From an optimization exercise on the open Yosys and OpenROAD flow, aimed at small area, a short achievable clock period and few clock cycles per item; shortcuts taken in it are not production practice.
The RTL was checked by simulation tests, not by an equivalence proof against the original design.
Power and IR drop assume default switching activity.

### design/flow/config.mk
export PLATFORM = sky130hd
export DESIGN_NAME = binary_division
export DESIGN_NICKNAME = binary_division
export VERILOG_FILES = /design/flow/design.v
export SDC_FILE = /design/flow/constraint.sdc
export NUM_CORES = 4
export LEC_CHECK = 0
export CAP_MARGIN = 20
export CORE_MARGIN = 2
export CORE_UTILIZATION = 60
export SETUP_SLACK_MARGIN = 3.5
export SLEW_MARGIN = 20
### design/flow/constraint.sdc
create_clock -name core_clock -period 6.0 [get_ports {clk}]
set_input_delay 1.2000 -clock core_clock [delete_from_list [all_inputs] [get_ports {clk}]]
set_output_delay 1.2000 -clock core_clock [all_outputs]
set_load 0.01 [all_outputs]
### design/flow/design.v
module binary_division #(
    parameter   INTEGER_SIZE = 16,
                FRACT_SIZE = 16
) (
    input   wire                                            clk, rst, start_div,
    input   wire signed[INTEGER_SIZE+FRACT_SIZE-1:0]        dividend, divisor,
    output  reg  signed[INTEGER_SIZE+FRACT_SIZE-1:0]        Q_output,
    output  reg                                             end_div
);
localparam W = INTEGER_SIZE+FRACT_SIZE;        
localparam NBITS = INTEGER_SIZE+2*FRACT_SIZE;  
localparam [2:0] IDLE = 3'd0, ABS = 3'd1, ITER = 3'd2, NEG = 3'd3, DONE = 3'd4;
reg  [2:0]   st;
reg  [5:0]   cnt;       
reg  [W-1:0] R;         
reg  [W-1:0] Q;         
reg  [W-2:0] Mc;        
reg          mneg;      
reg          s;         
reg          nmin;      
reg          sub;       
wire         neg_en = (st == ABS) ? Q[W-1] : s;
wire [W-1:0] qor;                               
pfor #(.N(W)) u_qor (.x(Q), .y(qor));
wire [W-1:0] Qneg = Q ^ ({qor[W-2:0], 1'b0} & {W{neg_en}});
wire [W-2:0] mcr, mhir, mhi;                    
genvar gi;
generate for (gi = 0; gi < W-1; gi = gi + 1) begin : g_rev
    assign mcr[gi] = Mc[W-2-gi];
    assign mhi[gi] = mhir[W-2-gi];
end endgenerate
pfor #(.N(W-1)) u_mhi (.x(mcr), .y(mhir));
wire [W-1:0] mmask = ~{2'b00, mhi[W-2:1]};      
wire         mzero = ~mhi[0] & ~mneg;           
wire         b    = Q[W-1] & ~cnt[5];           
wire [W-1:0] sum;
wire [W-1:0] opv = {sub, Mc ^ {(W-1){sub}}};
wire         a0   = b;
wire         g0s  = (a0 & ~Mc[0]) | (a0 & ~mneg) | (~Mc[0] & ~mneg);
wire         g0a  = (a0 & Mc[0]) | (a0 & mneg) | (Mc[0] & mneg);
wire         c1   = sub ? g0s : g0a;
wire [W-1:1] sumh;
padd2 #(.N(W-1)) u_add (.a(R[W-2:0]), .b(opv[W-1:1]), .cin(c1), .s(sumh));
assign sum = {sumh, a0 ^ Mc[0] ^ mneg};
wire         last = (cnt == NBITS-1);
wire         qbit = mzero ? ~(nmin & last) : ~sum[W-1];
localparam SK = 8;
reg          skp;
reg  [2*SK-1:0] fed2;                            
integer j;
always @(*)
    for (j = 0; j < 2*SK; j = j + 1)
        fed2[2*SK-1-j] = Q[W-1-j] & ~cnt[5] & ({1'b0, cnt[4:0]} + j < 32);
wire [W-1:0] RS   = {R[W-1-SK:0], fed2[2*SK-1:SK]};        
wire [W-1:0] RS2  = {R[W-1-2*SK:0], fed2};                 
wire         ok2  = ~|R[W-1:W-2*SK] & ~|(RS2 & mmask) & (cnt <= NBITS-2*SK);
wire         top0   = dividend[W-1] ? &dividend[W-1:W-1-SK] : ~|dividend[W-1:W-SK];
wire         mbig   = divisor[W-1] ? ~&divisor[W-2:SK] : |divisor[W-2:SK];
wire         ok_in  = (top0 | mbig) & (|divisor);
wire [5:0]   cnt_n = skp ? cnt + SK : cnt + 1'b1;
wire [W-1:0] R_n   = skp ? RS : sum;
wire         fin   = skp ? (cnt == NBITS-SK) : last;
always @(posedge clk or negedge rst) begin
    if (!rst)
        st <= IDLE;
    else case (st)
        IDLE: if (start_div) st <= dividend[W-1] ? ABS : ITER;
        ABS:  st <= ITER;
        ITER: if (fin) st <= s ? NEG : DONE;
        NEG:  st <= DONE;
        default: st <= IDLE;
    endcase
end
always @(posedge clk) begin
    if (st == IDLE) begin
        Mc   <= divisor[W-2:0] ^ {(W-1){divisor[W-1]}};
        mneg <= divisor[W-1];
        s    <= dividend[W-1] ^ divisor[W-1];
        nmin <= (dividend == {1'b1, {(W-1){1'b0}}});
    end
    R   <= (skp | (st != ITER)) ? (RS & {W{st == ITER}}) : sum;
    sub <= (st != ITER) ? 1'b1 : ~R_n[W-1];
    cnt <= (st != ITER) ? 6'd0 : cnt_n;
    skp <= (st == IDLE) ? ok_in : (st == ITER) ? skp & ok2 : skp;
    Q   <= (st == IDLE) ? dividend :
           (st != ITER) ? Qneg :
           skp          ? Q << SK : {Q[W-2:0], qbit};
end
always @(*) begin
    Q_output = Q;
    end_div  = (st == DONE);
end
endmodule
module padd2 #(parameter N = 32) (
    input  wire [N-1:0] a, b,
    input  wire         cin,
    output wire [N-1:0] s
);
    reg [N-1:0] G, P, Gn, Pn;
    integer i, l, j;
    wire [N-1:0] p = a ^ b;
    wire [N-1:0] g = a & b;
    always @(*) begin
        G = g; P = p;
        for (l = 0; (1 << l) < N; l = l + 1) begin
            Gn = G; Pn = P;
            for (i = 0; i < N; i = i + 1)
                if ((i >> l) & 1) begin
                    j = ((i >> l) << l) - 1;
                    Gn[i] = G[i] | (P[i] & G[j]); Pn[i] = P[i] & P[j];
                end
            G = Gn; P = Pn;
        end
    end
    wire [N-1:0] c = {G[N-2:0] | (P[N-2:0] & {(N-1){cin}}), cin};
    assign s = p ^ c;
endmodule
module padd #(parameter N = 33, parameter KIND = 0) (
    input  wire [N-1:0] a, b,
    input  wire         cin,
    output wire [N-1:0] s
);
    reg [N-1:0] G, P, Gn, Pn;
    integer i, l, j, d;
    wire [N-1:0] p = a ^ b;
    wire [N-1:0] g = a & b;
    always @(*) begin
        G = g; P = p;
        G[0] = g[0] | (p[0] & cin);
        if (KIND == 0) begin             
            for (i = 1; i < N; i = i + 1) begin G[i] = G[i] | (P[i] & G[i-1]); P[i] = P[i] & P[i-1]; end
        end else if (KIND == 1) begin    
            for (l = 0; (1 << l) < N; l = l + 1) begin
                Gn = G; Pn = P;
                for (i = 0; i < N; i = i + 1)
                    if ((i >> l) & 1) begin
                        j = ((i >> l) << l) - 1;
                        Gn[i] = G[i] | (P[i] & G[j]); Pn[i] = P[i] & P[j];
                    end
                G = Gn; P = Pn;
            end
        end else if (KIND == 2) begin    
            for (l = 0; (1 << l) < N; l = l + 1) begin
                Gn = G; Pn = P;
                for (i = 0; i < N; i = i + 1)
                    if (i >= (1 << l)) begin
                        j = i - (1 << l);
                        Gn[i] = G[i] | (P[i] & G[j]); Pn[i] = P[i] & P[j];
                    end
                G = Gn; P = Pn;
            end
        end else begin                   
            for (l = 0; (1 << l) < N; l = l + 1)
                for (i = 0; i < N; i = i + 1)
                    if ((i % (2 << l)) == (2 << l) - 1) begin
                        G[i] = G[i] | (P[i] & G[i-(1<<l)]); P[i] = P[i] & P[i-(1<<l)];
                    end
            for (l = 5; l >= 0; l = l - 1)
                for (i = 0; i < N; i = i + 1)
                    if (i >= (3 << l) - 1 && (i % (2 << l)) == (1 << l) - 1) begin
                        G[i] = G[i] | (P[i] & G[i-(1<<l)]); P[i] = P[i] & P[i-(1<<l)];
                    end
        end
    end
    assign s = p ^ {G[N-2:0], cin};
endmodule
module pfor #(parameter N = 32) (
    input  wire [N-1:0] x,
    output reg  [N-1:0] y
);
    reg [N-1:0] t;
    integer i, l;
    always @(*) begin
        y = x;
        for (l = 0; (1 << l) < N; l = l + 1) begin
            t = y;
            for (i = 0; i < N; i = i + 1)
                if ((i >> l) & 1)
                    t[i] = y[i] | y[((i >> l) << l) - 1];
            y = t;
        end
    end
endmodule
module nradd #(parameter N = 33, parameter KIND = 0) (
    input  wire [N-1:0] a, m,
    input  wire         sub,
    input  wire         cin,
    output wire [N-1:0] s
);
    reg [N-1:0] G, P, Gn, Pn;
    integer i, l, j, d;
    wire [N-1:0] x = a ^ m;
    wire [N-1:0] p = x ^ {N{sub}};
    wire [N-1:0] g = sub ? (a & ~m) : (a & m);
    always @(*) begin
        G = g; P = p;
        G[0] = g[0] | (p[0] & cin);
        if (KIND == 0) begin             
            for (i = 1; i < N; i = i + 1) begin G[i] = G[i] | (P[i] & G[i-1]); P[i] = P[i] & P[i-1]; end
        end else if (KIND == 1) begin    
            for (l = 0; (1 << l) < N; l = l + 1) begin
                Gn = G; Pn = P;
                for (i = 0; i < N; i = i + 1)
                    if ((i >> l) & 1) begin
                        j = ((i >> l) << l) - 1;
                        Gn[i] = G[i] | (P[i] & G[j]); Pn[i] = P[i] & P[j];
                    end
                G = Gn; P = Pn;
            end
        end else if (KIND == 2) begin    
            for (l = 0; (1 << l) < N; l = l + 1) begin
                Gn = G; Pn = P;
                for (i = 0; i < N; i = i + 1)
                    if (i >= (1 << l)) begin
                        j = i - (1 << l);
                        Gn[i] = G[i] | (P[i] & G[j]); Pn[i] = P[i] & P[j];
                    end
                G = Gn; P = Pn;
            end
        end else begin                   
            for (l = 0; (1 << l) < N; l = l + 1)
                for (i = 0; i < N; i = i + 1)
                    if ((i % (2 << l)) == (2 << l) - 1) begin
                        G[i] = G[i] | (P[i] & G[i-(1<<l)]); P[i] = P[i] & P[i-(1<<l)];
                    end
            for (l = 5; l >= 0; l = l - 1)
                for (i = 0; i < N; i = i + 1)
                    if (i >= (3 << l) - 1 && (i % (2 << l)) == (1 << l) - 1) begin
                        G[i] = G[i] | (P[i] & G[i-(1<<l)]); P[i] = P[i] & P[i-(1<<l)];
                    end
        end
    end
    assign s = p ^ {G[N-2:0], cin};
endmodule
### design/flow/flow/run.sh
#!/bin/bash
# The standard ORFS layout, with one change: the port buffers that
# global placement adds use the smallest buffer cell (buf_1) instead of the
# resizer's default pick. Every port still gets its own buffer.
set -euo pipefail
export BUFFER_PORTS_ARGS="-buffer_cell sky130_fd_sc_hd__buf_1"
bash standard.sh finish > standard_flow.log 2>&1
### design/flow/standard.sh
#!/bin/bash
# synth_recipe.tcl (not shown) runs the flow's synth.tcl, then flattens the netlist and writes it again
# the make line also repeats each setting of config.mk as NAME=value (left out here)
make -C /OpenROAD-flow-scripts/flow DESIGN_CONFIG=/design/flow/config.mk WORK_HOME=/design/flow/orfs CLKGATE_MAP_FILE= SYNTH_SCRIPT=/design/flow/synth_recipe.tcl "${@:-finish}"
==> metrics.md, run 1 <==
| Metric | Value |
|---|---|
| Critical Path Max Stage Delay | 0.49 ns |
| Most common cell after layout, fill and taps aside | buf_1 |
| Fmax | 327 MHz |
| Post-synth EDFFs | 36 |
| Status | complete, no violations |
| Gr usage total | 0.332 |
| Part of the power in registers | 0.269 |
| Via Count | roughly 7000 |
| CP Launch Type | flip-flop |
| CTS tree | yes |
| Largest net degree at the start of global routing | 49 |
| Clk root buf | clkbuf_16 |
| Fin nets | 1065 |
| Bufs on Longest Clock Path | 2 |
| TritonCTS Sinks | 109 |
| Core footprint | 12000 um2 |
| CP startpoint | Mc[3] |
| Min cycle time layout | 3.06 ns |
| Clock power share | 0.101 |
| Synth Instances | 846 |
| Switching Share | 0.481 |
| Reg2reg start | Mc[3] |
| Maximum fanout along the worst path | 5 |
| FF+latch count, synth | ~110 |
| Post-DRT Antenna Nets | 0 |
| Vias in the first global route | 6454 |
| Gpl congestion | 0.958 |
| Die H | 115 um |
| Syn_area_per_cell | 8.69 um2 |
| Maximum VDD drop | 391 uV |
| Max-Cap Viols | 0 |
| Detailed placement HPWL | 15700 um |
| First-pass GRT wire length | 33800 um |
| Tightest Pin Transition | 0.970 ns |
| Power per cell area | 702 nW/um2 |
| Port Buf Inserts | 99 |
| LEAKAGE | between 3 and 4 nW |
| DRC Markers | 0 |
| Hold Violations, Final | 0 |
| Synth-to-layout area growth | 18.7% |
| Commonest cells after routing, fill and taps aside | buf_1 (98), nor2_1 (90), xor2_1 (82), dfxtp_1 (67), a21oi_1 (56) |
| Distinct cells, synth | 62 |
| Register clock-pin slew on the reported worst setup and hold paths | 0.07 ns |
| Hold wc startpoint | R[0] |
| Cell area after synthesis | about 7300 um2 |
| Async set or reset register ratio after synthesis | 0.0275 |
| Layout Skew | 0.00867 ns |
| CP Capture Type | flip-flop |
| Ports | 100 |
| Fin Setup TNS | 0 ns |
| Initial antenna violation count | 0 |
| Die Wd | 115 um |
| Diode count | 0 |
| Slew HR | 0.351 |
| Crit Path Category | reg2reg |
| Min-delay worst type | reg2reg |
| Worst skew pair latency | 0.36 ns |
| Filler cells | 933 |
| Number of buffers created by CTS | 9 |
| Primary FF master, synth | dfxtp_1 |
| 1st-pass router iterations | 5 |
| Logic gate share of total power | 0.629 |
| 1st-iter DRT viols | 765 |
| Layout cells sized above 1 | 0.116 |
| Num rows | 40 |
| Yosys warnings | 4 |
| Starting density of the core | 0.614 |
| Vias per std cell | around 6.3 |
| Total Power | slightly above 6 mW |
| Slowest cell on crit path | edfxtp_1 |
| Sequential area share after synthesis | 0.348 |
| GR Overflow Total | 0 |
| Final slew viol count | 0 |
| Worst Path Arrival | 3.16 ns |
| H-tree depth reported by CTS | 3 |
| Setup violators final | 0 |
| RSZ-0062 raised after global routing | true |
| Total routed wirelength | roughly 22000 um |
| Critical path required time | 6.10 ns |
| P_sw | 2.94 mW |
| Net count after synthesis | 952 |
| Avg WL per Cell | between 15 and 20 um |
| Tcrit/Tclk final | 0.510 |
| P_int | 3.18 mW |
| CP Cell Sequence | xor2_1, ha_1, and3_4, a22o_1, a221o_2, a22oi_2, a211oi_2, or3_4, a31oi_1, o21ai_1 |
| Die area | 13200 um2 |
==> critical path, delay by kind of cell, from the launching register on <==
family / cells / cell delay, ns
flip-flops: 1 / 0.49
adder cells (fa/ha/maj): 1 / 0.37
AO/OA/AOI/OAI: 6 / 1.17
AND/OR/NAND/NOR: 2 / 0.57
XOR/XNOR: 1 / 0.19
==> cell type report <==
type | count | area [um2] | share of cell area
inverters | 34 | 131 | 0.0151
multi-input cells | 661 | 4750 | 0.545
well taps | 147 | 184 | 0.0211
clock inverters | 3 | 45.0 | 0.00516
repair buffers | 144 | 785 | 0.0899
flip-flops and latches | 109 | 2560 | 0.294
clock buffers | 13 | 260 | 0.0298
==> layer usage <==
layer,global-route usage,part of all wire,wire (um)
met5,0,0,0
met4,0.146,0.030,662
met3,0.0704,0.085,1880
met2,0.512,0.46,10200
met1,0.452,0.43,9430
==> stage by stage <==
stage          utilization  cells  instance area (um2)  setup WS, ns  hold slack, ns
2_1_floorplan            -    846                 7400          3.00           0.448
3_3_place_gp         0.654   1057                 7830          2.15           0.498
4_1_cts              0.710   1097                 8500          3.05           0.524
6_report             0.729   1111                 8720          2.94           0.526
3_5_place_dp         0.654   1057                 7830          2.04           0.513
5_1_grt              0.729   1111                 8720          2.89           0.538
==> synth_stat cells (5+ instances only) <==
cell | n | area share
nor2b_1 | 8 | 0.0068
a21oi_1 | 65 | 0.044
xnor2_1 | 31 | 0.037
nand2_1 | 54 | 0.028
dfxtp_1 | 70 | 0.19
nor4_1 | 22 | 0.019
a221oi_1 | 9 | 0.011
a31oi_1 | 9 | 0.0077
inv_1 | 34 | 0.017
o21ai_0 | 36 | 0.025
xor2_1 | 85 | 0.10
mux2i_1 | 35 | 0.048
and3_1 | 6 | 0.0051
a21o_1 | 5 | 0.0051
o31ai_1 | 6 | 0.0061
o21bai_1 | 8 | 0.0082
nor3_1 | 16 | 0.011
a211oi_1 | 27 | 0.028
nand3_1 | 14 | 0.0095
nand4_1 | 19 | 0.016
clkbuf_1 | 34 | 0.017
o211ai_1 | 7 | 0.0072
edfxtp_1 | 36 | 0.15
or3_1 | 7 | 0.0060
nor2_1 | 91 | 0.046
ha_1 | 36 | 0.061
buf_1 | 7 | 0.0036
nand2b_1 | 6 | 0.0051
==> logic make-up after synthesis <==
| logic type | count (synthesis) | synth area share |
|---|---|---|
| multiplexers | 36 | 0.0492 |
| adder cells (fa/ha/maj) | 39 | 0.0695 |
| XOR/XNOR | 116 | 0.138 |
| buffers and inverters | 76 | 0.0390 |
| AO/OA/AOI/OAI | 208 | 0.184 |
| AND/OR/NAND/NOR | 262 | 0.173 |
| flip-flops | 109 | 0.348 |
==> final timing paths <==
kind                       endpoint  slack, ns  cells past startpoint
max                            Q[0]       2.94                     10
min                            R[8]       0.53                      2
max reg2reg                    Q[0]       2.94                     10
min reg2reg                    R[8]       0.53                      2
max in group asynchronous     st[1]       5.20                      1
min in group asynchronous     st[0]       0.64                      1
==> registers in the layout, summed over array words and instances (netlist names), 3 cells and up <==
register and flops:
Q 32, cnt 6, Mc 31, R 32, st 3
==> power by group through the flow <==
stage                     combinational [mW]  clock, mW  sequential, mW
after global placement                  3.12          0            1.65
final                                   3.85      0.620            1.65
after CTS                               3.56      0.628            1.62
after global routing                    4.21      0.656            1.67
after detailed placement                3.21          0            1.66
after floorplan                         2.57          0            1.46
==> timing repair <==
action | 4_1_cts | 5_1_grt
setup endpoints to repair | 77 | 67
cloned | 1 | 0
hold buffers | 0 | 0
setup buffers | 23 | 14
pin swaps | 18 | 22
gates resized for setup | 38 | 27
Testbench counts, summed over its fixed seeds: cycles 46,113, items 1,600.
==> inputs of run 2 (changes only) <==
--- a/design/flow/config.mk
+++ b/design/flow/config.mk
@@ -9,4 +9,4 @@
 export CORE_MARGIN = 2
 export CORE_UTILIZATION = 60
-export SETUP_SLACK_MARGIN = 3.5
+export SETUP_SLACK_MARGIN = 3.0
 export SLEW_MARGIN = 20
==> run 2 against run 1 <==
Still clean. Non-clock buffer count shrank 30. Count of clock-buffer cells in the layout shrank 3. Maximum frequency is 0.21% higher. Sequential power hardly changed. Core utilization decreased by 4.2 points.
==> metrics.md, run 2 <==
| Metric | Value |
|---|---|
| Synth Instances | 846 |
| Slowest cell on crit path | edfxtp_1 |
| Reg2reg start | Mc[2] |
| Post-DRT Antenna Nets | 0 |
| 1st-iter DRT viols | roughly 760 |
| Critical Path Max Stage Delay | 0.41 ns |
| Clk root buf | clkbuf_16 |
| Primary FF master, synth | dfxtp_1 |
| DRC Markers | 0 |
| LEAKAGE | 3.17 nW |
| Post-synth EDFFs | 36 |
| Layout cells sized above 1 | 0.0578 |
| Multi-input logic area | 4570 um2 |
| Yosys warnings | 4 |
| Register clock-pin slew on the reported worst setup and hold paths | 0.08 ns |
| Die H | 115 um |
| Via Count | roughly 6900 |
| GR Overflow Total | 0 |
| Maximum fanout along the worst path | 6 |
| Mux cell area share after synthesis | 0.0492 |
| Tcrit/Tclk final | 0.509 |
| Die area | between 10000 and 15000 um2 |
| Core footprint | 12000 um2 |
| Filler cells | 1003 |
| CP Launch Type | flip-flop |
| Power per cell area | 686 nW/um2 |
| Largest regs | Q (32), R (32), Mc (31) |
| Gpl congestion | 0.975 |
| Total routed wirelength | 21600 um |
| Register area | about 2600 um2 |
| Ports | 100 |
| Synth-to-layout area growth | 11.9% |
| Commonest cells after routing, fill and taps aside | buf_1 (98), nor2_1 (91), xor2_1 (85), dfxtp_1 (68), a21oi_1 (63) |
| Starting density of the core | 0.614 |
| R2r endpoint | Q[0] |
| Bufs on Longest Clock Path | 2 |
| Initial antenna violation count | 0 |
| Status | complete, no violations |
| H-tree depth reported by CTS | 3 |
| Largest net degree at the start of global routing | between 50 and 60 |
| Area contributors post-synth | dfxtp_1 (19%), edfxtp_1 (15%), xor2_1 (10%) |
| Most common cell after layout, fill and taps aside | buf_1 |
| Compound-gate portion of the synthesized area | 0.184 |
| Top-area cell type share of the netlist area | 0.191 |
| CTS tree | yes |
| Setup violators final | 0 |
| Gr usage total | 0.333 |
| Net count after synthesis | ~950 |
| Detailed placement HPWL | 15800 um |
| Hold slack final | ~0.52 ns |
| Hold_buf cts | 0 |
| Min cycle time layout | between 3 and 4 ns |
| Cell taking the most area after synthesis | dfxtp_1 |
| Adder-cell share of the synthesized area | 0.0695 |
| Diode count | 0 |
| Sequential area share after synthesis | 0.348 |
| Reg-to-reg slack, setup | 2.94 ns |
| CP startpoint | Mc[2] |
| Crit Path Category | reg2reg |
| Distinct cells, synth | 62 |
| Worst skew pair latency | 0.36 ns |
| Syn_area_per_cell | 8.69 um2 |
| Min-delay worst type | reg2reg |
| Post-synthesis simple-gate area fraction | 0.173 |
| Maximum VDD drop | between 300 and 400 uV |
| Avg WL per Cell | 19.9 um |
| Count leader, synth | nor2_1 |
| Worst-case reg-to-reg path depth | 10 |
| Layout Skew | approximately 0.009 ns |
| Fin Setup TNS | 0 ns |
| Cell area after synthesis | roughly 7300 um2 |
| Slew HR | 0.432 |
| CP Capture Type | flip-flop |
| First-pass GRT wire length | ~34000 um |
| Async set or reset register ratio after synthesis | 0.0275 |
| RSZ-0062 raised after global routing | true |
| Number of buffers created by CTS | 9 |
| Die Wd | 115 um |
| Fin nets | just over 1000 |
| Max-Cap Viols | 0 |
| TritonCTS Sinks | 109 |
| Worst Path Arrival | around 3.2 ns |
| Vias in the first global route | 6399 |
| Tightest Pin Transition | 0.850 ns |
| XOR/XNOR Fraction of Synth Area | 0.138 |
| Vias per std cell | 6.34 |
| Commonest cells in the netlist | nor2_1 (91), xor2_1 (85), dfxtp_1 (70) |
| Main combinational cell family by area after synthesis | compound AO/OA/AOI/OAI gates |
| Num rows | 40 |
| Hold Violations, Final | 0 |
| Final slew viol count | 0 |
| CP Cell Sequence | xor2_1, ha_1, a21o_1, a22o_1, a221o_2, a22oi_2, a211oi_2, or3_4, a31oi_1, o21ai_1 |
| Crit path to | Q[0] |
| Critical path required time | 6.09 ns |
| Port Buf Inserts | 99 |
| Fmax | 327 MHz |
| FF+latch count, synth | 109 |
| 1st-pass router iterations | 6 |
## run 2: cell types whose count changed in the layout (fill, tap and decap cells not counted), moves of 4 or more
cell / change
buf_4: -27
a21oi_1: +7
o21ai_0: +7
a21oi_2: -6
o21ai_1: -6
nor4_1: +4
## run 2: how the worst min path moves through the flow
stage | start | to | cells after the start
2_1_floorplan | R[10] | R[18] | 2
3_3_place_gp | R[14] | R[22] | 2
3_5_place_dp | R[14] | R[22] | 2
4_1_cts | R[12] | R[20] | 2
5_1_grt | R[10] | R[18] | 2
6_report | R[14] | R[22] | 2
## run 2: critical path, delay by kind of cell (launching register included)
family,cells,cell delay [ns]
adders and majority gates,1,0.34
AOI/OAI and AO/OA,7,1.48
and+or+nand+nor,1,0.39
xor gates and xnor gates,1,0.18
DFF,1,0.41
## run 2: final cells by class
class / instances / area share
clock buffers: 10 / 0.0278
clock inverters: 6 / 0.00487
inverters: 34 / 0.0160
multi-input cells: 661 / 0.556
flip-flops and latches: 109 / 0.312
well taps: 147 / 0.0224
repair buffers: 114 / 0.0606
repair inverters: 1 / 0.000609
## run 2: kinds of logic after synthesis
group           count (synthesis)
fa+ha+maj                      39
xor+xnor                      116
mux                            36
simple gates                  262
flops                         109
buf+inv                        76
compound gates                208
## run 2: stage by stage
| stage | cells | setup WS (ns) | power, mW | area, um2 | util |
|---|---|---|---|---|---|
| 2_1_floorplan | 846 | 3.00 | 4.01 | 7380 | - |
| 3_3_place_gp | 1058 | 2.35 | 4.74 | 7810 | 0.653 |
| 3_5_place_dp | 1058 | 2.23 | 4.85 | 7810 | 0.653 |
| 4_1_cts | 1080 | 3.01 | 5.47 | 8150 | 0.681 |
| 5_1_grt | 1082 | 2.86 | 6.07 | 8220 | 0.688 |
| 6_report | 1082 | 2.94 | 5.64 | 8220 | 0.688 |
## run 2: power by group
part	leakage, nW	switching [mW]	total (mW)	internal (mW)
clock network	0.122	0.285	0.565	0.281
logic	2.08	2.02	3.43	1.42
registers	0.962	0.501	1.65	1.15
total	3.17	2.80	5.64	2.84
## run 2: metal layers
layer,routed length [um],global-route usage
met5,0,0
met4,580,0.110
met3,1730,0.0805
met2,9910,0.516
met1,9360,0.458
## run 2: what timing repair did
action                                  CTS  global route
resized for setup                         9            14
pin swaps                                 4             8
gates cloned                              0             1
setup buffers                             6             1
endpoints found under the setup margin   27            32
==> inputs of run 3 (changes only) <==
--- a/design/flow/design.v
+++ b/design/flow/design.v
@@ -45,4 +45,8 @@
 wire         last = (cnt == NBITS-1);
 wire         qbit = mzero ? ~(nmin & last) : ~sum[W-1];
+wire         selS  = skp | (st != ITER);       
+wire         stepq = (st == ITER) & ~skp & ~mzero;
+wire         q0_other = (st == IDLE) ? dividend[0] : (st != ITER) ? Q[0] :
+                        skp ? 1'b0 : ~(nmin & last);
 localparam SK = 8;
 reg          skp;
@@ -51,5 +55,5 @@
 always @(*)
     for (j = 0; j < 2*SK; j = j + 1)
-        fed2[2*SK-1-j] = Q[W-1-j] & ~cnt[5] & ({1'b0, cnt[4:0]} + j < 32);
+        fed2[2*SK-1-j] = Q[W-1-j];    
 wire [W-1:0] RS   = {R[W-1-SK:0], fed2[2*SK-1:SK]};        
 wire [W-1:0] RS2  = {R[W-1-2*SK:0], fed2};                 
@@ -80,10 +84,11 @@
     end
     R   <= (skp | (st != ITER)) ? (RS & {W{st == ITER}}) : sum;
-    sub <= (st != ITER) ? 1'b1 : ~R_n[W-1];
+    sub <= selS | ~sum[W-1];
     cnt <= (st != ITER) ? 6'd0 : cnt_n;
     skp <= (st == IDLE) ? ok_in : (st == ITER) ? skp & ok2 : skp;
-    Q   <= (st == IDLE) ? dividend :
-           (st != ITER) ? Qneg :
-           skp          ? Q << SK : {Q[W-2:0], qbit};
+    Q[W-1:1] <= (st == IDLE) ? dividend[W-1:1] :
+                (st != ITER) ? Qneg[W-1:1] :
+                skp          ? {Q[W-1-SK:0], {(SK-1){1'b0}}} : Q[W-2:0];
+    Q[0]     <= stepq ? ~sum[W-1] : q0_other;
 end
 always @(*) begin
--- a/design/flow/config.mk
+++ b/design/flow/config.mk
@@ -9,4 +9,4 @@
 export CORE_MARGIN = 2
 export CORE_UTILIZATION = 60
-export SETUP_SLACK_MARGIN = 3.0
+export SETUP_SLACK_MARGIN = 2.5
 export SLEW_MARGIN = 20
==> run 3 against run 2 <==
Still clean. Non-clock buffer count decreased by 12. Flip-flop and latch count unchanged. Critical path depth is 2 lower. Routed wire length decreased by 10%. Clock power down 2%. Total power decreased by 9.5%. Register-to-register slack got worse by 0.22 ns. First-iteration DRC count fell by 22%. Maximum frequency shrank 8.0%.
==> metrics.md, run 3 <==
| Metric | Value |
|---|---|
| Core footprint | 11500 um2 |
| Diode count | 0 |
| Syn_area_per_cell | 8.79 um2 |
| H-tree depth reported by CTS | 3 |
| Final slew viol count | 0 |
| Vias in the first global route | 5896 |
| Register clock-pin slew on the reported worst setup and hold paths | 0.07 ns |
| CP dominant cell by count | nor3_1 |
| CP Cell Sequence | clkbuf_2, nand4_1, or4_1, nor3_1, a31oi_1, nor3_1, a211oi_1, a31o_2 |
| Hold_buf cts | 0 |
| Fmax | between 300 and 400 MHz |
| Layout Skew | 0.0102 ns |
| Register area | 2560 um2 |
| Area contributors post-synth | dfxtp_1 (20%), edfxtp_1 (15%), xor2_1 (12%) |
| LEAKAGE | 3.07 nW |
| Top-area cell type share of the netlist area | 0.197 |
| Cell area after synthesis | between 7000 and 8000 um2 |
| Fin Setup TNS | 0 ns |
| CP Capture Type | flip-flop |
| FF+latch count, synth | roughly 110 |
| Worst skew pair latency | 0.36 ns |
| Reg2reg start | sub |
| Gpl congestion | 0.963 |
| TritonCTS Sinks | 109 |
| Clk root buf | clkbuf_16 |
| DRC Markers | 0 |
| Placed Area | 7550 um2 |
| Ports | 100 |
| Synth Instances | between 800 and 900 |
| Cell taking the most area after synthesis | dfxtp_1 |
| Tightest Pin Transition | approximately 1.1 ns |
| Total Power | 5.11 mW |
| Critical path required time | 6.11 ns |
| Hold wc startpoint | R[8] |
| Vias per std cell | a little over 6 |
| Hold path depth | 2 |
| CP Launch Type | input pin |
| Tcrit/Tclk final | 0.554 |
| Maximum fanout along the worst path | 34 |
| Primary FF master, synth | dfxtp_1 |
| Net count after synthesis | 914 |
| Hold worst-path end | R[16] |
| Initial antenna violation count | 0 |
| Starting density of the core | 0.618 |
| Post-cts sizing count | 2 |
| Via Count | 6441 |
| Slowest cell on crit path | clkbuf_2 |
| GR Overflow Total | 0 |
| RSZ-0062 raised after global routing | false |
| Post-place setup slack | 2.32 ns |
| Worst-case reg-to-reg path depth | 11 |
| First-pass GRT wire length | slightly above 30000 um |
| Min cycle time layout | about 3.3 ns |
| Bufs on Longest Clock Path | 2 |
| Final Worst Setup Slack | between 2 and 3 ns |
| Filler cells | 973 |
| Avg WL per Cell | between 15 and 20 um |
| Most common cell after layout, fill and taps aside | nor2_1 |
| Power per cell area | roughly 650 nW/um2 |
| Gr usage total | 0.307 |
| Post-synth EDFFs | 36 |
| Num rows | 39 |
| Detailed placement HPWL | 14300 um |
| Critical Path Max Stage Delay | ~0.71 ns |
| Synth-to-layout area growth | 10.1% |
| Yosys warnings | 4 |
| Slew HR | 0.251 |
| Cell area after layout | 7840 um2 |
| Post-DRT Antenna Nets | 0 |
| Async set or reset register ratio after synthesis | 0.0275 |
| Fin nets | 989 |
| Worst Path Arrival | approximately 3.4 ns |
| Largest net degree at the start of global routing | 61 |
| CP startpoint | divisor[31] |
| Port Buf Inserts | 99 |
| 1st-pass router iterations | 18 |
| Layout cells sized above 1 | 0.0360 |
| Reg-to-reg slack, setup | 2.72 ns |
| 1st-iter DRT viols | ~590 |
| Setup violators final | 0 |
| Postcts setup bufs | 0 |
| Die H | 113 um |
| Max-Cap Viols | 0 |
| Min-delay worst type | reg2reg |
| Commonest cells in the netlist | nor2_1 (100), xor2_1 (99), a21oi_1 (72) |
| Sequential area share after synthesis | 0.359 |
| R2r endpoint | Q[0] |
| Largest regs | Q (32), R (32), Mc (31) |
| Status | complete, no violations |
| Count leader, synth | nor2_1 |
| Die area | 12800 um2 |
| Die Wd | 113 um |
| Maximum VDD drop | between 300 and 400 uV |
| Number of buffers created by CTS | 9 |
| Commonest cells after routing, fill and taps aside | nor2_1 (100), xor2_1 (99), buf_1 (98), a21oi_1 (72), dfxtp_1 (69) |
| Multi-input logic area | 4320 um2 |
| Hold Violations, Final | 0 |
| Crit Path Category | in2reg |
| Distinct cells, synth | 58 |
| Total routed wirelength | 19400 um |
| CTS tree | yes |
-- run 3: cells by family (layout without fill, tap and decap cells) --
group / count (synthesis) / after routing / share of synthesized area
buffers and inverters: 67 / 147 / 0.0353
muxes: 31 / 31 / 0.0438
AOI/OAI and AO/OA: 195 / 195 / 0.170
adders and majority gates: 37 / 37 / 0.0682
and+or+nand+nor: 247 / 247 / 0.171
DFF: 109 / 109 / 0.359
xor gates and xnor gates: 124 / 124 / 0.153
-- run 3: report_power, final --
part	internal, mW	switching, mW	total (mW)	leakage, nW
clock	0.281	0.274	0.555	0.124
sequential	1.13	0.489	1.62	0.964
combinational	1.25	1.68	2.93	1.98
total	2.66	2.44	5.11	3.07
-- run 3: worst max-delay path by stage --
| stage | to | slack, ns | cells after the start |
|---|---|---|---|
| final | skp | 2.68 | 8 |
| after floorplan | R[24] | 2.79 | 12 |
| after global placement | skp | 2.41 | 8 |
| after CTS | Q[0] | 2.66 | 11 |
| after detailed placement | skp | 2.32 | 8 |
| after global routing | Q[0] | 2.50 | 11 |
-- run 3: through the flow --
step | utilization | std cells | hold WS (ns)
after floorplan | - | 810 | 0.443
after global placement | 0.656 | 1017 | 0.467
after detailed placement | 0.656 | 1017 | 0.483
after CTS | 0.679 | 1033 | 0.493
after global routing | 0.680 | 1033 | 0.524
final | 0.680 | 1033 | 0.494
-- run 3: area by class of cell --
cell class | count | area share
clock buffer | 10 | 0.0292
tap | 143 | 0.0228
clock inverter | 6 | 0.00511
sequential | 109 | 0.327
inverter | 29 | 0.0139
multi-input combinational | 634 | 0.552
timing repair buffer | 102 | 0.0505
-- run 3: critical path, delay by kind of cell --
kind / cells / cell delay [ns]
AO/OA/AOI/OAI: 3 / 0.38
buffers and inverters: 1 / 0.71
AND/OR/NAND/NOR: 4 / 1.12
-- run 3: layer usage --
metal / wire (um) / share of wire / track usage / vias up
li1: - / - / - / 3074
met1: 8710 / 0.45 / 0.444 / 3033
met2: 8850 / 0.46 / 0.473 / 304
met3: 1550 / 0.080 / 0.0530 / 30
met4: 316 / 0.016 / 0.100 / 0
met5: 0 / 0 / 0 / -
Testbench counts of run 3, summed over its fixed seeds: cycles 46,113, items 1,600.
==> inputs of run 4 (changes only) <==
--- a/design/flow/config.mk
+++ b/design/flow/config.mk
@@ -9,4 +9,5 @@
 export CORE_MARGIN = 2
 export CORE_UTILIZATION = 60
-export SETUP_SLACK_MARGIN = 2.5
+export SETUP_SLACK_MARGIN = 3.0
 export SLEW_MARGIN = 20
+export TNS_END_PERCENT = 20
==> run 4 against run 3 <==
Still clean. Design area rose by 3.7%. Hold slack improved by 0.0061 ns. Via count rose by 0.85%. First-iteration DRC count rose by 8.0%. Flip-flop and latch count did not move.
==> metrics.md, run 4 <==
| Metric | Value |
|---|---|
| Maximum fanout along the worst path | 5 |
| CP Launch Type | flip-flop |
| Post-DRT Antenna Nets | 0 |
| Sequential area share after synthesis | 0.359 |
| Die Wd | ~110 um |
| Port Buf Inserts | 99 |
| Total routed wirelength | 20500 um |
| Primary FF master, synth | dfxtp_1 |
| DRC Markers | 0 |
| Core footprint | 11500 um2 |
| Bufs on Longest Clock Path | 2 |
| Via Count | 6496 |
| Worst Path Arrival | 3.20 ns |
| Most common cell after layout, fill and taps aside | nor2_1 |
| CP Capture Type | flip-flop |
| RSZ-0062 raised after global routing | true |
| First-pass GRT wire length | between 30000 and 40000 um |
| Hold slack final | 0.500 ns |
| Slew HR | 0.339 |
| Max-Cap Viols | 0 |
| Total Power | 5.44 mW |
| Min cycle time layout | 2.98 ns |
| Core Util, Final | 0.705 |
| Fin nets | 1000 |
| Hold Violations, Final | 0 |
| Gpl congestion | 0.963 |
| Async set or reset register ratio after synthesis | 0.0275 |
| TritonCTS Sinks | 109 |
| Status | complete, no violations |
| Final slew viol count | 0 |
| Worst skew pair latency | roughly 0.36 ns |
| Diode count | 0 |
| Distinct cells, synth | 58 |
| Fmax | 336 MHz |
| Synth-to-layout area growth | 14.1% |
| Detailed placement HPWL | 14300 um |
| Avg WL per Cell | between 15 and 20 um |
| Hold_buf cts | 0 |
| Placed insts | 1017 |
| Power per cell area | 669 nW/um2 |
| Die H | 113 um |
| Cell area after layout | between 8000 and 9000 um2 |
| Finished Layout Cells | between 1000 and 1500 |
| Synth Instances | 810 |
| Clk root buf | clkbuf_16 |
| Top-area cell type share of the netlist area | 0.197 |
| Post-synth EDFFs | 36 |
| Cell taking the most area after synthesis | dfxtp_1 |
| Filler cells | 967 |
| Tightest Pin Transition | 0.964 ns |
| Die area | around 13000 um2 |
| Crit Path Category | reg2reg |
| GR Overflow Total | 0 |
| Post-place setup slack | between 2 and 2.5 ns |
| Final Worst Setup Slack | 3.02 ns |
| Commonest cells in the netlist | nor2_1 (100), xor2_1 (99), a21oi_1 (72) |
| Critical path required time | slightly above 6 ns |
| Initial antenna violation count | 0 |
| Layout cells sized above 1 | 0.0721 |
| Num rows | 39 |
| Largest net degree at the start of global routing | between 60 and 70 |
| Gr usage total | 0.311 |
| Net count after synthesis | slightly above 900 |
| CTS tree | yes |
| Register clock-pin slew on the reported worst setup and hold paths | 0.07 ns |
| Placed Area | 7550 um2 |
| 1st-iter DRT viols | 634 |
| Vias in the first global route | 6101 |
| Min-delay worst type | reg2reg |
| Syn_area_per_cell | 8.79 um2 |
| Area contributors post-synth | dfxtp_1 (20%), edfxtp_1 (15%), xor2_1 (12%) |
| Maximum VDD drop | 362 uV |
| Cell area after synthesis | about 7100 um2 |
| Tcrit/Tclk final | 0.496 |
| 1st-pass router iterations | 16 |
| Layout Skew | 0.00490 ns |
| Vias per std cell | 6.22 |
| H-tree depth reported by CTS | 3 |
| Number of buffers created by CTS | 9 |
| Commonest cells after routing, fill and taps aside | nor2_1 (100), xor2_1 (99), buf_1 (98), a21oi_1 (70), dfxtp_1 (68) |
| Count leader, synth | nor2_1 |
| LEAKAGE | around 3.2 nW |
| Ports | 100 |
| Starting density of the core | 0.618 |
| FF+latch count, synth | between 100 and 150 |
| Largest regs | Q (32), R (32), Mc (31) |
| Fin Setup TNS | 0 ns |
| Yosys warnings | 4 |
| Setup violators final | 0 |
[run 4: critical path: stages (launching register included)]
cell	delay, ns
edfxtp_1	0.48
or4_4	0.54
or4_4	0.47
and4bb_4	0.38
nand3b_4	0.10
or4_4	0.46
o21ai_2	0.16
xor2_1	0.16
a21oi_1	0.08
[run 4: timing repair]
| item | 4_1_cts | 5_1_grt |
|---|---|---|
| pin swaps | 0 | 10 |
| gates resized for setup | 13 | 25 |
| buffers inserted | 3 | 7 |
| setup endpoints to repair | 27 | 15 |
| cloned | 0 | 1 |
[run 4: final cells by class]
class	count	area [um2]	area share
Clock buffer	11	264	0.0325
Timing Repair Buffer	112	493	0.0607
Clock inverter	5	42.5	0.00524
Sequential cell	109	2560	0.316
Tap cell	143	179	0.0220
Multi-Input combinational cell	635	4470	0.550
Inverter	29	115	0.0142
[run 4: power breakdown]
| group | internal, mW | switching [mW] | total (mW) |
|---|---|---|---|
| Combinational | 1.36 | 1.84 | 3.20 |
| Sequential | 1.13 | 0.485 | 1.62 |
| Clock | 0.322 | 0.291 | 0.613 |
| Total | 2.82 | 2.62 | 5.44 |
[run 4: worst paths after layout]
check / to / from / depth (start not counted) / slack (ns)
worst max-delay path: Q[31] / Q[0] / 8 / 3.02
worst min-delay path: R[16] / R[8] / 2 / 0.50
worst max register to register: Q[31] / Q[0] / 8 / 3.02
worst min register to register: R[16] / R[8] / 2 / 0.50
max in group asynchronous: st[1] / rst / 1 / 5.20
min in group asynchronous: st[0] / rst / 1 / 0.64
[run 4: routing by layer]
layer | up-vias | track usage | routed length, um
met5 | - | 0 | 0
met4 | 0 | 0.111 | 428
met3 | 39 | 0.0589 | 1620
met2 | 292 | 0.483 | 9330
met1 | 3077 | 0.436 | 9130
li1 | 3088 | - | -
[run 4: kinds of logic after synthesis]
group | synth area share
and+or+nand+nor | 0.171
adders and majority gates | 0.0682
AOI/OAI and AO/OA | 0.170
buffers and inverters | 0.0353
muxes | 0.0438
DFF | 0.359
xor gates and xnor gates | 0.153
==> inputs of run 5 (changes only) <==
--- a/design/flow/config.mk
+++ b/design/flow/config.mk
@@ -6,4 +6,5 @@
 export NUM_CORES = 4
 export LEC_CHECK = 0
+export ABC_CLOCK_PERIOD_IN_PS = 2500
 export CAP_MARGIN = 20
 export CORE_MARGIN = 2
@@ -11,3 +12,2 @@
 export SETUP_SLACK_MARGIN = 3.0
 export SLEW_MARGIN = 20
-export TNS_END_PERCENT = 20
==> run 5 against run 4 <==
Still clean. Maximum frequency is 0.61% lower. Register-to-register slack worse by 0.02 ns. Critical path depth is 4 higher. Worst setup slack worse by 0.018 ns. Sequential power hardly changed. Clock power hardly changed. Clock skew is 0.00080 ns higher. Cell count is 0.19% lower. Flip-flop and latch count stayed put. Highest routed layer unchanged.
==> metrics.md, run 5 <==
| Metric | Value |
|---|---|
| Hold slack final | 0.498 ns |
| Clk root buf | clkbuf_16 |
| Cell taking the most area after synthesis | dfxtp_1 |
| Maximum VDD drop | 359 uV |
| Clock power share | 0.113 |
| GR Overflow Total | 0 |
| Die H | 113 um |
| Cell area after synthesis | 7120 um2 |
| Hold_buf cts | 0 |
| Setup violators final | 0 |
| Area contributors post-synth | dfxtp_1 (20%), edfxtp_1 (15%), xor2_1 (12%) |
| Count leader, synth | nor2_1 |
| Layout Skew | 0.00570 ns |
| CTS tree | yes |
| Switching Share | 0.480 |
| CP Launch Type | flip-flop |
| Logic gate share of total power | 0.589 |
| Commonest cells after routing, fill and taps aside | nor2_1 (100), xor2_1 (99), buf_1 (98), a21oi_1 (70), dfxtp_1 (68) |
| Via Count | 6470 |
| P_int | roughly 2.8 mW |
| Core Util, Final | 0.703 |
| Part of the power in registers | 0.298 |
| H-tree depth reported by CTS | 3 |
| Diode count | 0 |
| Die area | 12800 um2 |
| Primary FF master, synth | dfxtp_1 |
| Min cycle time layout | 2.99 ns |
| Post-DRT Antenna Nets | 0 |
| Yosys warnings | 4 |
| LEAKAGE | roughly 3.2 nW |
| TritonCTS Sinks | approximately 110 |
| Vias per std cell | just over 6 |
| Largest net degree at the start of global routing | 61 |
| Min-delay worst type | reg2reg |
| Detailed placement HPWL | 14300 um |
| Worst skew pair latency | 0.36 ns |
| Max-Cap Viols | 0 |
| Async set or reset register ratio after synthesis | 0.0275 |
| DRC Markers | 0 |
| Fmax | between 300 and 400 MHz |
| 1st-pass router iterations | 16 |
| Fin nets | 998 |
| Slew HR | 0.327 |
| Maximum fanout along the worst path | 11 |
| Synth-to-layout area growth | 13.7% |
| Worst Path Arrival | 3.24 ns |
| First-pass GRT wire length | 31300 um |
| Initial antenna violation count | 0 |
| RSZ-0062 raised after global routing | true |
| Tightest Pin Transition | 0.982 ns |
| Bufs on Longest Clock Path | 2 |
| Post-synth EDFFs | 36 |
| 1st-iter DRT viols | 620 |
| Avg WL per Cell | a little under 20 um |
| Status | complete, no violations |
| Gr usage total | 0.311 |
| Synth Instances | 810 |
| Hold Violations, Final | 0 |
| Die Wd | 113 um |
| Starting density of the core | 0.618 |
| Placed insts | 1017 |
| Most common cell after layout, fill and taps aside | nor2_1 |
| Port Buf Inserts | slightly below 100 |
| Final slew viol count | 0 |
| Critical path required time | 6.25 ns |
| Largest regs | Q (32), R (32), Mc (31) |
| Distinct cells, synth | 58 |
| Net count after synthesis | 914 |
| Syn_area_per_cell | 8.79 um2 |
| Gpl congestion | a little under 1 |
| FF+latch count, synth | 109 |
| Finished Layout Cells | 1042 |
| Commonest cells in the netlist | nor2_1 (100), xor2_1 (99), a21oi_1 (72) |
| Total Power | 5.41 mW |
| Core footprint | roughly 12000 um2 |
| P_sw | roughly 2.6 mW |
| Vias in the first global route | 6120 |
| CP Capture Type | flip-flop |
| Fin Setup TNS | 0 ns |
| Top-area cell type share of the netlist area | 0.197 |
| Num rows | 39 |
| Number of buffers created by CTS | 9 |
| Crit Path Category | reg2reg |
| Power per cell area | 668 nW/um2 |
| Sequential area share after synthesis | 0.359 |
| Layout cells sized above 1 | 0.0701 |
| Total routed wirelength | 20300 um |
| Ports | 100 |
| Register clock-pin slew on the reported worst setup and hold paths | 0.07 ns |
| Tcrit/Tclk final | 0.499 |
[run 5: stage by stage]
stage,area [um2],setup WS [ns]
floorplan,7120,2.99
global placement,7550,2.42
detailed placement,7550,2.34
CTS,7950,2.97
global route,8100,2.95
finish,8100,3.01
[run 5: critical path, stage by stage, from the launching register on]
cell and delay, ns:
dfxtp_4 0.36, buf_12 0.14, buf_4 0.15, xor2_1 0.17
ha_1 0.35, inv_1 0.10, o22ai_1 0.10, a221o_2 0.48
a31oi_4 0.30, a31oi_4 0.14, a21o_1 0.22, xor2_1 0.18
a22o_1 0.19
[run 5: cell type report]
type	instances	area (um2)
Inverter	29	115
Tap cell	143	179
Clock inverter	5	42.5
Multi-Input combinational cell	635	4460
Fill cell	979	3420
Sequential cell	109	2560
Timing Repair Buffer	110	478
Clock buffer	11	264
[run 5: routing by layer]
layer	vias up	GRT usage	part of all wire
met1	3058	0.430	0.44
li1	3090	-	-
met5	-	0	0
met4	0	0.111	0.024
met3	42	0.0675	0.085
met2	280	0.485	0.46
[run 5: what timing repair did]
item / CTS / global route
resized for setup: 14 / 23
setup endpoints to repair: 27 / 14
setup buffers: 4 / 4
cloned: 0 / 1
pin swaps: 0 / 9
[run 5: power by group through the flow]
stage / Clock (mW) / Combinational (mW) / Sequential, mW
final: 0.610 / 3.19 / 1.61
after global routing: 0.645 / 3.53 / 1.64
after CTS: 0.617 / 2.97 / 1.59
after detailed placement: 0 / 2.85 / 1.62
after global placement: 0 / 2.76 / 1.62
after floorplan: 0 / 2.28 / 1.46
[run 5: logic make-up after synthesis]
group           Yosys count  share of synthesized area
fa+ha+maj                37                     0.0682
flops                   109                      0.359
simple gates            247                      0.171
buf+inv                  67                     0.0353
compound gates          195                      0.170
mux                      31                     0.0438
xor+xnor                124                      0.153
[run 5: final timing paths]
| kind | to | slack (ns) | from | depth (start not counted) |
|---|---|---|---|---|
| setup / recovery | R[22] | 3.01 | sub | 12 |
| hold / removal | R[16] | 0.50 | R[8] | 2 |
| max in group asynchronous | st[2] | 5.20 | rst | 1 |
| min in group asynchronous | st[0] | 0.64 | rst | 1 |
| hold reg to reg | R[16] | 0.50 | R[8] | 2 |
| setup reg to reg | R[22] | 3.01 | sub | 12 |
==> inputs of run 6 (changes only) <==
--- a/design/flow/config.mk
+++ b/design/flow/config.mk
@@ -6,5 +6,4 @@
 export NUM_CORES = 4
 export LEC_CHECK = 0
-export ABC_CLOCK_PERIOD_IN_PS = 2500
 export CAP_MARGIN = 20
 export CORE_MARGIN = 2
==> run 6 against run 5 <==
Critical endpoint unchanged. Count of clock-buffer cells in the layout did not move. Flip-flop and latch count stayed put. Sequential power about the same. Critical path type unchanged. Highest routed layer unchanged. Hold slack is the same. Clock power is essentially flat. Non-clock buffer count did not move.
==> metrics.md, run 6 <==
| Metric | Value |
|---|---|
| Count leader, synth | nor2_1 |
| CP Capture Type | flip-flop |
| Commonest cells after routing, fill and taps aside | nor2_1 (100), xor2_1 (99), buf_1 (98), a21oi_1 (70), dfxtp_1 (68) |
| Area contributors post-synth | dfxtp_1 (20%), edfxtp_1 (15%), xor2_1 (12%) |
| Tcrit/Tclk final | 0.499 |
| Net count after synthesis | 914 |
| Placed Area | around 7500 um2 |
| Max-Cap Viols | 0 |
| Die H | 113 um |
| Largest net degree at the start of global routing | 61 |
| Compound-gate portion of the synthesized area | 0.170 |
| Distinct cells, synth | 58 |
| Maximum fanout along the worst path | 11 |
| Logic gate share of total power | 0.589 |
| 1st-iter DRT viols | 620 |
| CTS tree | yes |
| Gr usage total | 0.311 |
| Total routed wirelength | 20300 um |
| Post-synthesis simple-gate area fraction | 0.171 |
| Fin Setup TNS | 0 ns |
| Starting density of the core | 0.618 |
| XOR/XNOR Fraction of Synth Area | 0.153 |
| Part of the power in registers | 0.298 |
| Critical path required time | 6.25 ns |
| Vias per std cell | 6.21 |
| Final slew viol count | 0 |
| CP startpoint | sub |
| Synth-to-layout area growth | 13.7% |
| Tightest Pin Transition | between 0.9 and 1 ns |
| FF+latch count, synth | 109 |
| Async set or reset register ratio after synthesis | 0.0275 |
| WL met3 | 1720 um |
| Setup violators final | 0 |
| 1st-pass router iterations | 16 |
| Die area | 12800 um2 |
| P_sw | 2.59 mW |
| Synth Instances | 810 |
| Mux cell area share after synthesis | 0.0438 |
| Ports | 100 |
| Cell taking the most area after synthesis | dfxtp_1 |
| Primary FF master, synth | dfxtp_1 |
| RSZ-0062 raised after global routing | true |
| Via Count | around 6500 |
| Hold Violations, Final | 0 |
| Worst Path Arrival | around 3.2 ns |
| Most common cell after layout, fill and taps aside | nor2_1 |
| Commonest cells in the netlist | nor2_1 (100), xor2_1 (99), a21oi_1 (72) |
| Die Wd | 113 um |
| Top-area cell type share of the netlist area | 0.197 |
| Largest regs | Q (32), R (32), Mc (31) |
| Register clock-pin slew on the reported worst setup and hold paths | 0.07 ns |
| Slew HR | 0.327 |
| Cell area after synthesis | 7120 um2 |
| Adder-cell share of the synthesized area | 0.0682 |
| DRC Markers | 0 |
| LEAKAGE | roughly 3.2 nW |
| Post-synth EDFFs | 36 |
| Yosys warnings | 4 |
| Hold_buf cts | 0 |
| Min-delay worst type | reg2reg |
| Post-DRT Antenna Nets | 0 |
| Detailed placement HPWL | ~14000 um |
| Power per cell area | 668 nW/um2 |
| Diode count | 0 |
| Reg2reg start | sub |
| Number of buffers created by CTS | 9 |
| Min cycle time layout | 2.99 ns |
| Crit Path Category | reg2reg |
| Syn_area_per_cell | roughly 9 um2 |
| Switching Share | 0.480 |
| Bufs on Longest Clock Path | 2 |
| First-pass GRT wire length | 31300 um |
| CP Launch Type | flip-flop |
| Layout Skew | about 0.0057 ns |
| Avg WL per Cell | 19.5 um |
| Cell area after layout | 8100 um2 |
| Initial antenna violation count | 0 |
| Status | complete, no violations |
| Main combinational cell family by area after synthesis | simple AND/OR/NAND/NOR gates |
| Met2 wire length | 9260 um |
| Maximum VDD drop | 359 uV |
| Num rows | 39 |
| P_int | 2.81 mW |
| H-tree depth reported by CTS | 3 |
| Fmax | 334 MHz |
| Clock power share | 0.113 |
| Layout cells sized above 1 | 0.0701 |
| Clk root buf | clkbuf_16 |
| Port Buf Inserts | 99 |
| Worst skew pair latency | 0.36 ns |
| Fin nets | approximately 1000 |
| GR Overflow Total | 0 |
| Wl on met1 | 8840 um |
| Sequential area share after synthesis | 0.359 |
| TritonCTS Sinks | 109 |
| Vias in the first global route | 6120 |
| DR top layer | met4 |
| Hold wc startpoint | R[8] |
| Core footprint | roughly 12000 um2 |
| Gpl congestion | 0.963 |
-- run 6: cell counts after synthesis --
Identical to the previous run, type by type.
-- run 6: critical path, cell delays in order, from the launching register on --
cell and delay [ns]:
dfxtp_4 0.36, buf_12 0.14, buf_4 0.15, xor2_1 0.17, ha_1 0.35, inv_1 0.10, o22ai_1 0.10, a221o_2 0.48
a31oi_4 0.30, a31oi_4 0.14, a21o_1 0.22, xor2_1 0.18, a22o_1 0.19
-- run 6: worst paths after layout --
| path | end | slack (ns) | cells past startpoint |
|---|---|---|---|
| worst min register to register | R[16] | 0.50 | 2 |
| min in group asynchronous | st[0] | 0.64 | 1 |
| worst max-delay path | R[22] | 3.01 | 12 |
| worst max register to register | R[22] | 3.01 | 12 |
| max in group asynchronous | st[2] | 5.20 | 1 |
| worst min-delay path | R[16] | 0.50 | 2 |
-- run 6: repair_timing --
item                                    in CTS  in global routing
pin swaps                                    0                  9
gates cloned                                 0                  1
endpoints found under the setup margin      27                 14
resized for setup                           14                 23
buffers inserted                             4                  4
-- run 6: power groups by stage --
stage | Combinational, mW | Clock, mW | Sequential [mW]
CTS | 2.97 | 0.617 | 1.59
global route | 3.53 | 0.645 | 1.64
global placement | 2.76 | 0 | 1.62
finish | 3.19 | 0.610 | 1.61
floorplan | 2.28 | 0 | 1.46
detailed placement | 2.85 | 0 | 1.62
-- run 6: per-layer routing --
metal | track usage | up-vias
met3 | 0.0675 | 42
met1 | 0.430 | 3058
met2 | 0.485 | 280
li1 | - | 3090
met4 | 0.111 | 0
met5 | 0 | -
-- run 6: through the flow --
| step | cells | worst slack (ns) | util | power [mW] | hold WS (ns) |
|---|---|---|---|---|---|
| after global placement | 1017 | 2.42 | 0.656 | 4.38 | 0.467 |
| after floorplan | 810 | 2.99 | - | 3.74 | 0.443 |
| final | 1042 | 3.01 | 0.703 | 5.41 | 0.498 |
| after CTS | 1037 | 2.97 | 0.691 | 5.18 | 0.497 |
| after detailed placement | 1017 | 2.34 | 0.656 | 4.48 | 0.479 |
| after global routing | 1042 | 2.95 | 0.703 | 5.82 | 0.535 |
-- run 6: final cells by class --
| class | count | area (um2) |
|---|---|---|
| Clock buffer | 11 | 264 |
| Multi-Input combinational cell | 635 | 4460 |
| Fill cell | 979 | 3420 |
| Inverter | 29 | 115 |
| Clock inverter | 5 | 42.5 |
| Sequential cell | 109 | 2560 |
| Timing Repair Buffer | 110 | 478 |
| Tap cell | 143 | 179 |
-- run 6: cell families after synthesis --
family                   Yosys count
XOR/XNOR                         124
adder cells (fa/ha/maj)           37
multiplexers                      31
AO/OA/AOI/OAI                    195
buffers and inverters             67
AND/OR/NAND/NOR                  247
flip-flops                       109
==> inputs of run 7 (changes only) <==
--- a/design/flow/config.mk
+++ b/design/flow/config.mk
@@ -9,4 +9,5 @@
 export CORE_MARGIN = 2
 export CORE_UTILIZATION = 60
+export CTS_BUF_LIST = sky130_fd_sc_hd__clkbuf_4 sky130_fd_sc_hd__clkbuf_8
 export SETUP_SLACK_MARGIN = 3.0
 export SLEW_MARGIN = 20
==> run 7 against run 6 <==
Still clean. Via count grew 0.46%. Clock power shrank 22%. Cell count grew 0.67%. Routed wire length shrank 0.51%. Sequential share of layout area grew 0.25 points. First-iteration DRC count shrank 22%. Non-clock buffer count grew 7. Critical path type unchanged. Highest routed layer unchanged.
==> metrics.md, run 7 <==
| Metric | Value |
|---|---|
| Power per cell area | 658 nW/um2 |
| Distinct cells, synth | a little under 60 |
| Core footprint | 11500 um2 |
| CTS tree | yes |
| Num rows | 39 |
| Tcrit/Tclk final | 0.497 |
| First-pass GRT wire length | 31200 um |
| Hold slack final | between 0.5 and 0.6 ns |
| Part of the power in registers | 0.305 |
| XOR/XNOR Fraction of Synth Area | 0.153 |
| Detailed placement HPWL | between 10000 and 15000 um |
| R2r endpoint | Q[0] |
| Fmax | 335 MHz |
| Worst skew pair latency | roughly 0.39 ns |
| Diode count | 0 |
| Reg2reg start | sub |
| 1st-pass router iterations | 17 |
| Hold wc startpoint | R[6] |
| Hold_buf cts | 0 |
| Post-DRT Antenna Nets | 0 |
| Final slew viol count | 0 |
| Die H | 113 um |
| Filler cells | 982 |
| Worst-case reg-to-reg path depth | 12 |
| Top-area cell type share of the netlist area | 0.197 |
| Post-synth EDFFs | 36 |
| RSZ-0062 raised after global routing | true |
| Layout cells sized above 1 | 0.0784 |
| Commonest cells after routing, fill and taps aside | nor2_1 (100), xor2_1 (99), buf_1 (98), dfxtp_1 (68), a21oi_1 (68) |
| Syn_area_per_cell | 8.79 um2 |
| Synth Instances | a little over 800 |
| Fin nets | 1005 |
| Main combinational cell family by area after synthesis | simple AND/OR/NAND/NOR gates |
| CP Capture Type | flip-flop |
| Via Count | 6500 |
| Worst Path Arrival | 3.13 ns |
| Die area | 12800 um2 |
| CP Launch Type | flip-flop |
| Max-Cap Viols | 0 |
| Finished Layout Cells | 1049 |
| Yosys warnings | 4 |
| Gpl congestion | 0.963 |
| Ports | 100 |
| Total routed wirelength | 20200 um |
| Sequential area share after synthesis | 0.359 |
| Primary FF master, synth | dfxtp_1 |
| Setup violators final | 0 |
| H-tree depth reported by CTS | 3 |
| Initial antenna violation count | 0 |
| Async set or reset register ratio after synthesis | 0.0275 |
| Compound-gate portion of the synthesized area | 0.170 |
| Reg-to-reg slack, setup | 3.02 ns |
| Layout Skew | roughly 0.012 ns |
| TritonCTS Sinks | roughly 110 |
| DRC Markers | 0 |
| Adder-cell share of the synthesized area | 0.0682 |
| Port Buf Inserts | 99 |
| Bufs on Longest Clock Path | 2 |
| LEAKAGE | 3.16 nW |
| Largest regs | Q (32), R (32), Mc (31) |
| Logic gate share of total power | 0.605 |
| Hold Violations, Final | 0 |
| Register clock-pin slew on the reported worst setup and hold paths | 0.11 ns |
| Hold worst-path end | R[14] |
| Tightest Pin Transition | 0.955 ns |
| Min-delay worst type | reg2reg |
| Clock power share | 0.090 |
| Status | complete, no violations |
| Hold path depth | 2 |
| Maximum VDD drop | 360 uV |
| Die Wd | 113 um |
| Clk root buf | clkbuf_8 |
| Avg WL per Cell | between 15 and 20 um |
| Most common cell after layout, fill and taps aside | nor2_1 |
| FF+latch count, synth | 109 |
| Synth-to-layout area growth | 13.0% |
| Mux cell area share after synthesis | 0.0438 |
| Count leader, synth | nor2_1 |
| Critical path required time | 6.15 ns |
| Post-synthesis simple-gate area fraction | 0.171 |
| Net count after synthesis | around 900 |
| Cell area after synthesis | around 7100 um2 |
| Commonest cells in the netlist | nor2_1 (100), xor2_1 (99), a21oi_1 (72) |
| Gr usage total | 0.308 |
| Min cycle time layout | 2.98 ns |
| Cell taking the most area after synthesis | dfxtp_1 |
| Switching Share | 0.485 |
| Largest net degree at the start of global routing | 61 |
| Vias in the first global route | 6150 |
| 1st-iter DRT viols | about 480 |
| Placed insts | 1017 |
| Maximum fanout along the worst path | 5 |
| Number of buffers created by CTS | 9 |
| Crit Path Category | reg2reg |
| Area contributors post-synth | dfxtp_1 (20%), edfxtp_1 (15%), xor2_1 (12%) |
| Slew HR | 0.345 |
| Fin Setup TNS | 0 ns |
| P_int | about 2.7 mW |
| Vias per std cell | 6.20 |
| Starting density of the core | 0.618 |
| P_sw | 2.57 mW |
| GR Overflow Total | 0 |
==> run 7: changes by cell type in the layout (fill, tap and decap cells not counted), sizes merged <==
cell | previous run | this run
buf | 110 | 117
clkbuf | 11 | 10
bufinv | 0 | 1
==> run 7: power groups by stage <==
stage	registers [mW]	logic (mW)	clock network [mW]
6_report	1.61	3.20	0.476
5_1_grt	1.64	3.55	0.507
4_1_cts	1.59	2.98	0.481
3_5_place_dp	1.62	2.85	0
3_3_place_gp	1.62	2.76	0
2_1_floorplan	1.46	2.28	0
==> run 7: final cells by class <==
cell class,count,area [um2],area share
multi-input combinational,635,4440,0.552
sequential,109,2560,0.319
inverter,29,115,0.0143
clock inverter,6,72.6,0.00903
tap,143,179,0.0223
clock buffer,10,138,0.0171
timing repair buffer,117,531,0.0660
==> run 7: timing repair <==
| action | in CTS | in global routing |
|---|---|---|
| setup endpoints to repair | 27 | 15 |
| gates cloned | 0 | 1 |
| setup buffers | 7 | 8 |
| pin swaps | 0 | 13 |
| hold endpoints to repair | 0 | 0 |
| gates resized for setup | 14 | 23 |
==> run 7: kinds of logic (layout without fill, tap and decap cells) <==
| group | after synthesis | in the layout |
|---|---|---|
| AO/OA/AOI/OAI | 195 | 195 |
| XOR/XNOR | 124 | 124 |
| adder cells (fa/ha/maj) | 37 | 37 |
| buffers and inverters | 67 | 162 |
| flip-flops | 109 | 109 |
| multiplexers | 31 | 31 |
| AND/OR/NAND/NOR | 247 | 248 |
==> run 7: how the worst max path moves through the flow <==
stage	from	endpoint	slack, ns	depth (start not counted)
6_report	sub	Q[0]	3.02	12
5_1_grt	sub	Q[0]	2.92	12
4_1_cts	sub	Q[0]	2.98	11
3_5_place_dp	divisor[31]	skp	2.34	8
3_3_place_gp	divisor[31]	skp	2.42	8
2_1_floorplan	sub	R[24]	2.99	12
==> run 7: critical path: stages, from the launching register on <==
cell and delay (ns):
dfxtp_4 0.38, buf_4 0.16, buf_4 0.14, xor2_1 0.16
ha_1 0.35, nand3_2 0.11, o22ai_1 0.09, a221o_2 0.45
a32oi_2 0.27, a21oi_2 0.13, a31oi_2 0.22, xnor2_2 0.17
mux2i_1 0.10
==> run 7: metrics by stage <==
stage	setup slack [ns]	area, um2	total power, mW	utilization
finish	3.02	8040	5.29	0.698
global route	2.92	8040	5.70	0.698
CTS	2.98	7880	5.05	0.684
detailed placement	2.34	7550	4.48	0.656
global placement	2.42	7550	4.38	0.656
floorplan	2.99	7120	3.74	-
==> run 7: per-layer routing <==
metal / GRT usage / vias to the layer above / wire [um]
met5: 0 / - / 0
met2: 0.488 / 301 / 9140
li1: - / 3103 / -
met4: 0.0894 / 0 / 437
met1: 0.427 / 3048 / 9000
met3: 0.0670 / 48 / 1630

-- static timing again, ports no longer ideal --
The flow's constraints put no driver on any port. The routed layouts listed below were extracted and timed again, unchanged, in two steps. Step 1 sets driving cells, clkbuf_16 on the clock port and buf_2 on the other inputs (assumed; they add their load-dependent delay and slew). Step 2 also shifts input and output timing later by t, the mid clock arrival at the registers, as if the neighbouring blocks saw the same clock. a / b / c = ideal / step 1 / step 2; a / b = the first two.
run | shift t [ns] | setup slack, ns | worst setup path at the end | pins driven straight from the clock port
run 1 | 0.398 | 2.938 / 2.938 / 2.938 | register to register | 1
run 2 | 0.406 | 2.944 / 2.944 / 2.882 | input to register | 1
run 3 | 0.393 | 2.679 / 2.702 / 2.309 | input to register | 1
run 4 | 0.398 | 3.024 / 3.024 / 2.775 | input to register | 1
run 5 | 0.398 | 3.006 / 3.006 / 2.761 | input to register | 1
run 6 | 0.398 | 3.006 / 3.006 / 2.761 | input to register | 1
run 7 | 0.419 | 3.017 / 3.017 / 2.803 | input to register | 1
After both steps every run listed still meets setup and hold. For run 3, which loses most, drivers alone change the setup slack by +0.023 ns; drivers and shift together by -0.370 ns.
